What follows belongs to an exercise in optimizing a design on an open flow for small area; a production flow would make more cautious choices.
In this exercise RTL edits were held to simulation tests only and were not proved equivalent to the original.
The clock port is modelled as an ideal driver, which makes a skipped or thinned clock tree look cheaper than it is; a real chip needs a root buffer or a tree.
No activity file was given, so power comes from the tool's default toggle rates.

==> job 2587: inputs <==
==> flow/design.v <==
module hc_sr042 #(
    parameter [21:0] S0   = 22'h337507,
    parameter [21:0] S1   = 22'h26ea0e,
    parameter [21:0] S601 = 22'h2431c5,
    parameter [21:0] STM2 = 22'h1cdd41
) (
    input            clk,
    input            rst_n,
    input            echo2,
    output reg       trig2,
    output reg       last,       
    output reg [8:0] dis
);
    localparam [21:0] INV = 22'h155555;
    reg  [21:0] y;
    wire [21:0] s = y ^ INV;
    reg  [23:0] acc;
    always @(posedge clk)
        if (!rst_n) y <= S0 ^ INV;
        else        y <= {s[20:0], s[21] ^ s[20] ^ last} ^ INV;
    always @(posedge clk)
        if (!rst_n) last <= 1'b0;
        else        last <= (s == STM2);
    always @(posedge clk or negedge rst_n)
        if (!rst_n) trig2 <= 1'b0;
        else        trig2 <= (s == S1) | (trig2 & (s != S601));
    wire [24:0] cy;
    wire [23:0] sum;
    assign sum[0] = acc[0] ^ echo2;
    assign cy[1]  = acc[0] & echo2;
    assign sum[1] = acc[1] ^ echo2 ^ cy[1];
    assign cy[2]  = (acc[1] & echo2) | (cy[1] & (acc[1] ^ echo2));
    assign sum[2] = acc[2] ^ cy[2];
    assign cy[3]  = acc[2] & cy[2];
    assign sum[3] = acc[3] ^ echo2 ^ cy[3];
    assign cy[4]  = (acc[3] & echo2) | (cy[3] & (acc[3] ^ echo2));
    genvar i;
    generate for (i = 4; i < 24; i = i + 1) begin : inc
        assign sum[i]  = acc[i] ^ cy[i];
        assign cy[i+1] = acc[i] & cy[i];
    end endgenerate
    always @(posedge clk)
        if (!rst_n || (!echo2 && last)) acc <= 24'd0;
        else                            acc <= sum;
    wire [8:0] d    = acc[23:15];
    wire       ge   = d[8] & d[7] & (d[6] | d[5] | d[4]);    
    wire [8:0] fold = ge ? {2'b00, d[6:4] - 3'd1, d[3:0]} : d;
    always @(posedge clk)
        if (s == STM2) dis <= fold;
endmodule
module bcd2(
    input  clk,
    input  rst_n,
    output phase_end
);
    localparam [4:0] INV = 5'b10101;
    reg  [4:0] q;
    wire [4:0] p = q ^ INV;
    assign phase_end = (p == 5'b10110);
    always @(posedge clk)
        if (!rst_n) q <= 5'b01101 ^ INV;
        else        q <= {p[3:0], p[4] ^ p[2] ^ phase_end} ^ INV;
endmodule
module smg2(
    input            clk,
    input            rst_n,
    input      [8:0] dis,
    input            load,
    output reg [8:0] disp,
    output reg       led0
);
    always @(posedge clk or negedge rst_n)
        if (!rst_n)    disp <= 9'd0;
        else if (load) disp <= dis;
    always @(posedge clk or negedge rst_n)
        if (!rst_n) led0 <= 1'b0;
        else        led0 <= (disp <= 9'd40);
endmodule
module top2(
    input        clk,
    input        rst_n,
    input        echo2,
    output       trig2,
    output       led0,
    output [9:0] hz
);
    wire       last, phase_end;
    wire [8:0] dis;
    wire [8:0] disp;
    reg        wait1, wait2;
    hc_sr042 HC_SR04_inst(
        .clk(clk), .rst_n(rst_n), .echo2(echo2),
        .trig2(trig2), .last(last), .dis(dis));
    bcd2 bin_bcd_inst(
        .clk(clk), .rst_n(rst_n), .phase_end(phase_end));
    always @(posedge clk)
        if (!rst_n) begin
            wait1 <= 1'b0;
            wait2 <= 1'b0;
        end else begin
            if (last)           wait1 <= 1'b1;
            else if (phase_end) wait1 <= 1'b0;
            if (phase_end)      wait2 <= wait1;
        end
    smg2 x7seg_msg_inst(
        .clk(clk), .rst_n(rst_n), .dis(dis), .load(phase_end & wait2),
        .disp(disp), .led0(led0));
    assign hz = {1'b0, disp};
endmodule
==> flow/flow/run.sh <==
#!/bin/bash
# Standard ORFS layout (the standard.sh) with these changes:
# - synthesis maps logic with an area-oriented ABC script (flow/synth_area.tcl,
#   flow/area.abc); registers are the standard synthesis's;
# - combinational cells are downsized after synthesis and synthesis buffers
#   removed (flow/pre_floorplan.tcl); the flow's repair sizes up what timing
#   needs;
# - port buffers are minimum-size buffers;
# - the clock tree is a few clock buffers, each driving an equal share of
#   the flip-flops (flow/pre_cts.tcl), in place of TritonCTS's H-tree.
# Logs: standard.log here, and ORFS's per-step logs under orfs/logs.
set -uo pipefail
W=$(pwd)
F=$W/flow
bash standard.sh \
  "SYNTH_SCRIPT=$F/synth_area.tcl" \
  "FLOW_SYNTH_TCL=$W/synth_recipe.tcl" \
  "AREA_ABC_SCRIPT=$F/area.abc" \
  "PRE_FLOORPLAN_TCL=$F/pre_floorplan.tcl" \
  REMOVE_ABC_BUFFERS=1 \
  "BUFFER_PORTS_ARGS=-buffer_cell sky130_fd_sc_hd__buf_1" \
  "PRE_CTS_TCL=$F/pre_cts.tcl" \
  CLK_LEAF_BUF=${CLK_LEAF_BUF:-sky130_fd_sc_hd__clkbuf_16} CLK_NCLUSTERS=${CLK_NCLUSTERS:-2} \
  finish > standard.log 2>&1
==> flow/flow/area.abc <==
strash
dch
amap
topo
==> flow/flow/pre_cts.tcl <==
# Clock distribution: the flip-flops are split into CLK_NCLUSTERS groups of equal
# size by position (balanced k-means); the clock port drives one clock buffer per group,
# placed at the group's centre, which drives the group's clock pins. This
# replaces TritonCTS's H-tree, which for this small design builds nine
# buffers and dummy loads.
set db [ord::get_db]
set block [ord::get_db_block]
set clknet [$block findNet clk]
set master [$db findMaster $::env(CLK_LEAF_BUF)]
set K $::env(CLK_NCLUSTERS)
set sinks {}
foreach it [$clknet getITerms] {
  set b [[$it getInst] getBBox]
  lappend sinks [list $it [expr {([$b xMin] + [$b xMax]) / 2.0}] [expr {([$b yMin] + [$b yMax]) / 2.0}]]
}
set ns [llength $sinks]
# k-means, seeded with sinks spread along x then y
set sorted [lsort -real -index 1 $sinks]
set cx {}; set cy {}
for {set k 0} {$k < $K} {incr k} {
  set s [lindex $sorted [expr {int(($k + 0.5) * $ns / $K)}]]
  lappend cx [lindex $s 1]; lappend cy [lindex $s 2]
}
# balanced k-means: each group holds at most ceil(ns/K) sinks
set cap [expr {($ns + $K - 1) / $K}]
for {set iter 0} {$iter < 30} {incr iter} {
  set pairs {}
  set i 0
  foreach s $sinks {
    for {set k 0} {$k < $K} {incr k} {
      lappend pairs [list [expr {abs([lindex $s 1] - [lindex $cx $k]) + abs([lindex $s 2] - [lindex $cy $k])}] $i $k]
    }
    incr i
  }
  set assign [lrepeat $ns -1]
  set cnt [lrepeat $K 0]
  foreach p [lsort -real -index 0 $pairs] {
    lassign $p d i k
    if {[lindex $assign $i] >= 0 || [lindex $cnt $k] >= $cap} { continue }
    lset assign $i $k
    lset cnt $k [expr {[lindex $cnt $k] + 1}]
  }
  set sumx [lrepeat $K 0.0]; set sumy [lrepeat $K 0.0]
  foreach s $sinks a $assign {
    lset sumx $a [expr {[lindex $sumx $a] + [lindex $s 1]}]
    lset sumy $a [expr {[lindex $sumy $a] + [lindex $s 2]}]
  }
  for {set k 0} {$k < $K} {incr k} {
    if {[lindex $cnt $k] > 0} {
      lset cx $k [expr {[lindex $sumx $k] / [lindex $cnt $k]}]
      lset cy $k [expr {[lindex $sumy $k] / [lindex $cnt $k]}]
    }
  }
}
for {set k 0} {$k < $K} {incr k} {
  if {[lindex $cnt $k] == 0} { continue }
  set inst [odb::dbInst_create $block $master clkbuf_leaf_$k]
  set net [odb::dbNet_create $block clknet_leaf_$k]
  $net setSigType CLOCK
  set i 0
  foreach s $sinks a $assign {
    if {$a == $k} { set it [lindex $s 0]; $it disconnect; $it connect $net }
  }
  [$inst findITerm A] connect $clknet
  [$inst findITerm X] connect $net
  $inst setLocation [expr {int([lindex $cx $k])}] [expr {int([lindex $cy $k])}]
  $inst setPlacementStatus PLACED
  puts "pre_cts: clock buffer $k ($::env(CLK_LEAF_BUF)) drives [lindex $cnt $k] sinks"
}
set_propagated_clock [all_clocks]
# TritonCTS is not run.
rename clock_tree_synthesis {}
proc clock_tree_synthesis {args} { puts "clock_tree_synthesis skipped" }
==> flow/flow/pre_floorplan.tcl <==
# Downsize every combinational cell that synthesis upsized to the smallest
# cell of the same family (same function and pins), and remove the buffers
# synthesis inserted. Timing is repaired afterwards by the standard flow,
# which sizes cells up again where a path needs it.
set db [ord::get_db]
set block [ord::get_db_block]
set n 0
foreach inst [$block getInsts] {
  set m [$inst getMaster]
  set name [$m getName]
  if {![regexp {^(sky130_fd_sc_hd__[a-z0-9]+)_([0-9]+)$} $name -> base drive]} { continue }
  # keep sequential cells as synthesis gave them
  if {[regexp {__(df|edf|sdf|dl|sedf|sdl)} $name]} { continue }
  if {[regexp {__(conb|tap|fill|decap|diode)} $name]} { continue }
  foreach d {0 1} {
    if {$d >= $drive} { break }
    set cand [$db findMaster ${base}_$d]
    if {$cand ne "NULL" && $cand ne ""} {
      if {[catch {replace_cell [$inst getName] ${base}_$d}] == 0} { incr n }
      break
    }
  }
}
puts "pre_floorplan: downsized $n cells"
==> flow/flow/synth_area.tcl <==
# The standard flow's synthesis (synth_recipe.tcl, sourced below unchanged), with ABC's
# technology mapping run with an area-oriented script (AREA_ABC_SCRIPT) in
# place of ORFS's delay-oriented one, which with its 10 ps delay target
# upsizes most cells. Everything before ABC (and so every register, its
# name and its cell) is the standard synthesis; ABC maps only the logic
# between registers.
proc abc {args} {
  set i [lsearch -exact $args -script]
  if {$i >= 0} { lset args [expr {$i + 1}] $::env(AREA_ABC_SCRIPT) }
  set j [lsearch -exact $args -D]
  if {$j >= 0} { set args [lreplace $args $j [expr {$j + 1}]] }
  yosys abc {*}$args
}
source $::env(FLOW_SYNTH_TCL)
==> flow/standard.sh <==
#!/bin/bash
# synth_recipe.tcl (not shown) runs the flow's synth.tcl, then flattens the netlist and writes it again
# the make line also repeats each setting of config.mk as NAME=value (left out here)
make -C /OpenROAD-flow-scripts/flow DESIGN_CONFIG=/design/flow/config.mk WORK_HOME=/design/flow/orfs CLKGATE_MAP_FILE= SYNTH_SCRIPT=/design/flow/synth_recipe.tcl "${@:-finish}"
==> flow/config.mk <==
export PLATFORM = sky130hd
export DESIGN_NAME = top2
export DESIGN_NICKNAME = top2
export VERILOG_FILES = /design/flow/design.v
export SDC_FILE = /design/flow/constraint.sdc
export NUM_CORES = 4
export LEC_CHECK = 0
export CAP_MARGIN = 20
export CORE_MARGIN = 2
export CORE_UTILIZATION = 65
export SLEW_MARGIN = 20
==> flow/constraint.sdc <==
create_clock -name core_clock -period 10.0 [get_ports {clk}]
set_input_delay 2.0000 -clock core_clock [delete_from_list [all_inputs] [get_ports {clk}]]
set_output_delay 2.0000 -clock core_clock [all_outputs]
set_load 0.01 [all_outputs]
==> inputs of job 2404, as changes to job 2587 <==
--- a/flow/flow/run.sh
+++ b/flow/flow/run.sh
@@ -1,6 +1,7 @@
 #!/bin/bash
 # Standard ORFS layout (the standard.sh) with these changes:
-# - synthesis maps logic with an area-oriented ABC script (flow/synth_area.tcl,
+# - synthesis maps logic with an area-oriented ABC script and without
+#   fixed adder cells (flow/synth_area.tcl,
 #   flow/area.abc); registers are the standard synthesis's;
 # - combinational cells are downsized after synthesis and synthesis buffers
 #   removed (flow/pre_floorplan.tcl); the flow's repair sizes up what timing
@@ -20,5 +21,5 @@
   REMOVE_ABC_BUFFERS=1 \
   "BUFFER_PORTS_ARGS=-buffer_cell sky130_fd_sc_hd__buf_1" \
   "PRE_CTS_TCL=$F/pre_cts.tcl" \
-  CLK_LEAF_BUF=${CLK_LEAF_BUF:-sky130_fd_sc_hd__clkbuf_16} CLK_NCLUSTERS=${CLK_NCLUSTERS:-2} \
+  CLK_LEAF_BUF=${CLK_LEAF_BUF:-sky130_fd_sc_hd__clkbuf_8} CLK_NCLUSTERS=${CLK_NCLUSTERS:-4} \
   finish > standard.log 2>&1
==> flow/flow/area.abc (replaced) <==
strash
dc2
dch
amap
topo
==> flow/flow/synth_area.tcl (replaced) <==
# The standard flow's synthesis (synth_recipe.tcl, sourced below unchanged) with two
# changes to how the logic between registers is mapped to cells:
# - ABC runs an area-oriented script (AREA_ABC_SCRIPT) in place of ORFS's
#   delay-oriented one, which with its 10 ps delay target upsizes most
#   cells;
# - Yosys's extract_fa is skipped, so ABC maps the counters' adder logic
#   together with the logic around it instead of as fixed half/full-adder
#   cells.
# Every register, its name and its cell are those of the standard
# synthesis: both changes only affect combinational logic.
proc abc {args} {
  set i [lsearch -exact $args -script]
  if {$i >= 0} { lset args [expr {$i + 1}] $::env(AREA_ABC_SCRIPT) }
  set j [lsearch -exact $args -D]
  if {$j >= 0} { set args [lreplace $args $j [expr {$j + 1}]] }
  yosys abc {*}$args
}
proc extract_fa {args} { puts "extract_fa skipped" }
source $::env(FLOW_SYNTH_TCL)
CAP_MARGIN = 0   (was 20)
GPL_TIMING_DRIVEN = 0   (was unset)
SLEW_MARGIN = 0   (was 20)
==> flow_results.org <==
** Status
- Result of the run :: complete, no violations

** GRT
- Global routing used 24.97% of the available met1 tracks.
- Global routing used 30.76% of the available met2 tracks.

** Synthesis
- Chip area line of the yosys report :: 0.002636 mm2

** Cells and area
- Post-route cell area :: 0.002805 mm2

** Power and ir drop
- Seq power :: 0.316 mW
- Combinational cells consume a total of 0.0182 mW.
- Internal power :: 0.3554 mW
- Net switching power figure :: 0.08672 mW

** Die
- # rows :: 23

** Min path
- In this run the most critical hold path is launched from HC_SR04_inst.y[16]$_SDFF_PN0_.
That was job 2587.
==> flow_results.org <==
** Power and ir drop
- The analysis attributes to net switching a power of 0.08631 mW.
- Internal power :: 0.3513 mW
- Per report_power, the Combinational row totals 0.0153 mW.
- Seq power :: 0.314 mW

** Cells and area
- Post-route cell area :: 0.002665 mm2

** Min path
- The worst hold path begins at HC_SR04_inst.y[5]$_SDFF_PN0_.

** Status
- Result of the run :: complete, no violations

** Synthesis
- The stat command in Yosys gives a chip area of 0.002500 mm2.

** Die
- # rows :: 22
That was job 2404.
In every run of this note, the design's own scripts or RTL, not TritonCTS, make the clock network.

[afterwards: timing with drivers on the ports]
No port has a modelled driver above. Below, the same layouts with a new extraction and two added sets of constraints.
Step 1 sets driving cells, clkbuf_16 on the clock port and buf_2 on the other inputs (assumed; they add their load-dependent delay and slew).
Step 2 moves the port delays by t, midway between the first and last clock arrival at a register: inputs arrive t later, outputs are due t later. That takes back most of the time a late clock gives input paths.
a / b / c = no drivers / after step 1 / after step 2; a / b = the first two.
run | t, ns | slack for setup (ns) | clock arrival spread, ns | cell pins on the clock port's net
job 2587 | 0.224 | 3.137 / 3.163 / 2.939 | 0.014 / 0.014 | 2
job 2404 | 0.216 | 5.002 / 5.033 / 4.817 | 0.008 / 0.008 | 4
After both steps every run listed still meets setup and hold. The setup slack of job 2587, which loses most, moves by +0.026 ns with the drivers and by -0.198 ns with both steps.
